This is an optimization exercise on Yosys and OpenROAD, whose aim is small area, not a production implementation.
In this exercise RTL edits were held to simulation tests only and were not proved equivalent to the original.

Setup of quartz:
Design b8Xb8_s16, start of the top module:
module b8Xb8_s16(
  input clk,
  input rst_n,
  input [7:0] in1_0,
  input [7:0] in1_1,
  input [7:0] in1_2,
  input [7:0] in1_3,
  input [7:0] in1_4,
  input [7:0] in1_5,
  input [7:0] in1_6,
  input [7:0] in1_7,
  input [7:0] in1_8,
  input [7:0] in1_9,
  input [7:0] in1_10,
  input [7:0] in1_11,
  input [7:0] in1_12,
  input [7:0] in1_13,
  input [7:0] in1_14,
  input [7:0] in1_15,
  input [7:0] in2_0,
  input [7:0] in2_1,
  input [7:0] in2_2,
  input [7:0] in2_3,
  input [7:0] in2_4,
  input [7:0] in2_5,
  input [7:0] in2_6,
  input [7:0] in2_7,
  input [7:0] in2_8,
  input [7:0] in2_9,
  input [7:0] in2_10,
  input [7:0] in2_11,
  input [7:0] in2_12,
  input [7:0] in2_13,
  input [7:0] in2_14,
  input [7:0] in2_15,
  output [11:0] out
  );
For scale: ~34 flip-flops, ~270 I/O pins, about 26000 µm² of cells after synthesis.
==> flow/config.mk <==
export PLATFORM = sky130hd
export DESIGN_NAME = b8Xb8_s16
export DESIGN_NICKNAME = b8Xb8_s16
export VERILOG_FILES = /design/flow/design.v
export SDC_FILE = /design/flow/constraint.sdc
export NUM_CORES = 4
export LEC_CHECK = 0
export CAP_MARGIN = 20
export CORE_MARGIN = 2
export CORE_UTILIZATION = 60
export GPL_TIMING_DRIVEN = 0
export SLEW_MARGIN = 20
export SYNTH_HIERARCHICAL = 1
==> flow/constraint.sdc <==
create_clock -name core_clock -period 7.5 [get_ports {clk}]
set_input_delay 1.5000 -clock core_clock [delete_from_list [all_inputs] [get_ports {clk}]]
set_output_delay 1.5000 -clock core_clock [all_outputs]
set_load 0.01 [all_outputs]
standard.sh (not shown) runs the stock make flow with config.mk's settings and CLKGATE_MAP_FILE= SYNTH_SCRIPT=/design/flow/synth_recipe.tcl, a recipe that flattens the netlist after the stock synthesis.
==> flow/flow/run.sh <==
#!/bin/bash
# The standard layout (standard.sh), with two CTS/port-buffer choices:
# every port still gets its own buffer, but a plain buf_1 rather than the
# clkdlybuf4s50_1 delay cell, and CTS uses clkbuf_8 with no dummy loads.
set -euo pipefail
export BUFFER_PORTS_ARGS="-buffer_cell sky130_fd_sc_hd__buf_1"
export CTS_ARGS="-sink_clustering_enable -repair_clock_nets -dont_use_dummy_load -buf_list sky130_fd_sc_hd__clkbuf_8"
bash standard.sh finish > standard.log 2>&1
Relative to quartz, the following input files were edited for violet:
- CORE_UTILIZATION: 60 -> 40
- CTS_BUF_LIST: unset -> sky130_fd_sc_hd__clkbuf_8
==> flow/run.sh (new file) <==
#!/bin/bash
# synth_recipe.tcl (not shown) runs the flow's synth.tcl, then flattens the netlist and writes it again
# the make line also repeats each setting of config.mk as NAME=value (left out here)
make -C /OpenROAD-flow-scripts/flow DESIGN_CONFIG=/design/flow/config.mk WORK_HOME=/design/flow/orfs CLKGATE_MAP_FILE= SYNTH_SCRIPT=/design/flow/synth_recipe.tcl finish
removed: flow/flow/run.sh
removed: flow/standard.sh
Notes after the runs:
From quartz to violet the numbers moved as follows: final worst-path cycle share -0.86 points; routed wire length on met3 fell about 30%; placement-stage worst setup slack decreased by 0.042 ns relative to the old numbers; cell count moved up.
quartz -> violet: buffer count excluding the clock tree in the final layout flat
quartz → violet: timing-limited maximum frequency went up 0.87%; first-iteration DRC count went down about 9%; relative area change from synthesis to final layout went up 2.3 points.
Input changes introduced in zinc (baseline for comparison: violet):
- an added SETUP_SLACK_MARGIN of 0.1
- a deleted CTS_BUF_LIST that had been sky130_fd_sc_hd__clkbuf_8
- a change of CORE_UTILIZATION from 40 to 70
==> flow/flow/run.sh (new file) <==
#!/bin/bash
# The standard layout (standard.sh), with two CTS/port-buffer choices:
# every port still gets its own buffer, but a plain buf_1 rather than the
# clkdlybuf4s50_1 delay cell, and CTS uses clkbuf_8 with no dummy loads.
set -euo pipefail
export BUFFER_PORTS_ARGS="-buffer_cell sky130_fd_sc_hd__buf_1"
export CTS_ARGS="-sink_clustering_enable -repair_clock_nets -dont_use_dummy_load -buf_list sky130_fd_sc_hd__clkbuf_8"
bash standard.sh finish > standard.log 2>&1
==> flow/standard.sh (new file) <==
#!/bin/bash
# synth_recipe.tcl (not shown) runs the flow's synth.tcl, then flattens the netlist and writes it again
# the make line also repeats each setting of config.mk as NAME=value (left out here)
make -C /OpenROAD-flow-scripts/flow DESIGN_CONFIG=/design/flow/config.mk WORK_HOME=/design/flow/orfs CLKGATE_MAP_FILE= SYNTH_SCRIPT=/design/flow/synth_recipe.tcl "${@:-finish}"
removed: flow/run.sh
Notes after the runs:
Flip-flop and latch share of the layout cell area across zinc and violet: no real change. Looking only at final standard cell area without fillers, and setting everything else aside, the higher value of zinc and violet goes to violet. In zinc relative to violet, initial DRC count had gone up by more than 10%. Against violet, wire length in zinc came out better.
The following lists how tundra was set up differently from zinc:
- CORE_UTILIZATION changed from 70 to 60
==> run notes <==
tundra was carried through to the last stage, and its layout satisfied the timing, DRC and antenna checks.
zinc finished all stages; the layout is clean.
Diff zinc..tundra | fmax | negligible
Compared with zinc, in tundra wire length of the first global-routing pass climbed 4.5 mm, final non-filler cell area increased by 0.72% relative to the old numbers.
Status: initial antenna violation count parity (tundra, zinc)
When tundra is set beside zinc, its global-route usage turns out to be 5.8 points smaller.
Slew at the pin closest to its max-slew limit for tundra: 0.11 ns down relative to zinc
On worst setup slack before clock tree synthesis: tundra sits below zinc.
#### Input delta (lagoon over tundra)
- a change of CORE_UTILIZATION from 60 to 40
- a deleted SETUP_SLACK_MARGIN that had been 0.1
==> flow/run.sh (new file) <==
#!/bin/bash
# synth_recipe.tcl (not shown) runs the flow's synth.tcl, then flattens the netlist and writes it again
# the make line also repeats each setting of config.mk as NAME=value (left out here)
make -C /OpenROAD-flow-scripts/flow DESIGN_CONFIG=/design/flow/config.mk WORK_HOME=/design/flow/orfs CLKGATE_MAP_FILE= SYNTH_SCRIPT=/design/flow/synth_recipe.tcl finish
removed: flow/flow/run.sh
removed: flow/standard.sh
==> comparison <==
Area growth from synthesis to layout (lagoon over tundra): increase, 2.3 points. lagoon ended up with in2_5[7] as its startpoint of the most critical setup path; tundra ended up with in1_9[6]. Relative to tundra, the portion of the clock cycle consumed by the worst path in the final layout of lagoon is higher by 0.74 points. Wire length on met1 delta for lagoon relative to tundra: about 12% higher. Comparing lagoon against tundra, there is no change at all in hold violation count in the final report. In the tables for tundra and lagoon, flop-to-flop setup slack reads lower with lagoon. Changes observed in lagoon relative to tundra: worst path setup slack after routing down 0.055 ns; insertion delay of the later-clocked pin in the worst-skew pair down 0.04 ns; design area up 2.2%. Compared with tundra, lagoon supports a lower clock frequency.
Edits applied to the flow inputs when going from lagoon to yarrow:
- setting SETUP_SLACK_MARGIN to 0.1 for the first time
==> flow/flow/run.sh (new file) <==
#!/bin/bash
# The standard layout (standard.sh), with two CTS/port-buffer choices:
# every port still gets its own buffer, but a plain buf_1 rather than the
# clkdlybuf4s50_1 delay cell, and CTS uses clkbuf_8 with no dummy loads.
set -euo pipefail
export BUFFER_PORTS_ARGS="-buffer_cell sky130_fd_sc_hd__buf_1"
export CTS_ARGS="-sink_clustering_enable -repair_clock_nets -dont_use_dummy_load -buf_list sky130_fd_sc_hd__clkbuf_8"
bash standard.sh finish > standard.log 2>&1
==> flow/standard.sh (new file) <==
#!/bin/bash
# synth_recipe.tcl (not shown) runs the flow's synth.tcl, then flattens the netlist and writes it again
# the make line also repeats each setting of config.mk as NAME=value (left out here)
make -C /OpenROAD-flow-scripts/flow DESIGN_CONFIG=/design/flow/config.mk WORK_HOME=/design/flow/orfs CLKGATE_MAP_FILE= SYNTH_SCRIPT=/design/flow/synth_recipe.tcl "${@:-finish}"
removed: flow/run.sh
### Flow results
- Depth of the CTS H-tree of yarrow is on par with lagoon.
- Summary of yarrow over lagoon: transition at the pin with the smallest max-transition slack shows an increase of 0.10 ns, global-route met1 utilization up 0.18 points, final-layout non-clock buffer area share now sits at about the same level.
- Flip-flop and latch share of the layout cell area of lagoon is on par with yarrow.
- lagoon and yarrow ended up with nearly the same number of diodes added for antenna fixing.
- Against lagoon, global-route wire length before repair in yarrow came out better.
- Any difference in wire length between yarrow and lagoon is small enough to ignore.


run a:
b8Xb8_s16 again, from the RTL that the note above started with.
make LEC_CHECK=0 CAP_MARGIN=20 CORE_MARGIN=2 CORE_UTILIZATION=40 CTS_CLUSTER_DIAMETER=500 CTS_CLUSTER_SIZE=40 GPL_TIMING_DRIVEN=0 SLEW_MARGIN=20 SYNTH_HIERARCHICAL=1 finish   # period 7.5 ns
run.sh (not shown) runs the stock make flow with config.mk's settings and CLKGATE_MAP_FILE= SYNTH_SCRIPT=/design/flow/synth_recipe.tcl, a recipe that flattens the netlist after the stock synthesis.
Stock flow here: none of the scripts above is used.
--- input diff run a..run b ---
--- a/flow/config.mk
+++ b/flow/config.mk
@@ -9,6 +9,5 @@
 export CORE_MARGIN = 2
 export CORE_UTILIZATION = 40
-export CTS_CLUSTER_DIAMETER = 500
-export CTS_CLUSTER_SIZE = 40
+export CTS_BUF_LIST = sky130_fd_sc_hd__clkbuf_4
 export GPL_TIMING_DRIVEN = 0
 export SLEW_MARGIN = 20
## What came out
Per the comparison of run b with run a, wire length roughly the same; final core area utilization lower.
The portion of the layout cell area used by clock cells number comes out higher for run a vs run b.
Summary of run b over run a: met2 usage lost 0.30 points; final critical-path required period lost 0.0059 ns; ratio of final minimum period to clock period neither gained nor lost much; layout-stage area growth over the synthesis result lost 0.70 points.

[separate check: timing with driven ports]
In the flow no input, the clock included, has a driving cell. The finished layouts below were timed again as built, in two steps.
Step 1 assumes that a clkbuf_16 drives the clock port and a buf_2 every other input.
Step 2 times the ports against the registers' clock, not the clock port: input delays grow and output delays shrink by t, the midpoint of the rising clock arrivals with the driver on.
Three values: ideal ports, drivers, drivers and shift; two values: the first two.
run | t, ns | slack for setup (ns) | worst setup path at the end | clock arrival spread, ns
quartz | 0.365 | 0.050 / 0.066 / -0.299 | input to register | 0.028 / 0.028
violet | 0.366 | 0.115 / 0.122 / -0.244 | input to register | 0.005 / 0.006
zinc | 0.355 | 0.170 / 0.179 / -0.176 | input to register | 0.012 / 0.012
tundra | 0.364 | 0.149 / 0.132 / -0.233 | input to register | 0.028 / 0.027
lagoon | 0.345 | 0.094 / 0.113 / -0.232 | input to register | 0.003 / 0.002
yarrow | 0.354 | 0.158 / 0.161 / -0.193 | input to register | 0.021 / 0.020
run a | 0.345 | 0.094 / 0.113 / -0.232 | input to register | 0.003 / 0.002
run b | 0.441 | 0.100 / 0.102 / -0.338 | input to register | 0.009 / 0.009
Met with ideal ports but missed after step 2: setup timing in every run listed. The setup slack of run b, which loses most, moves by +0.002 ns with the drivers and by -0.438 ns with both steps.
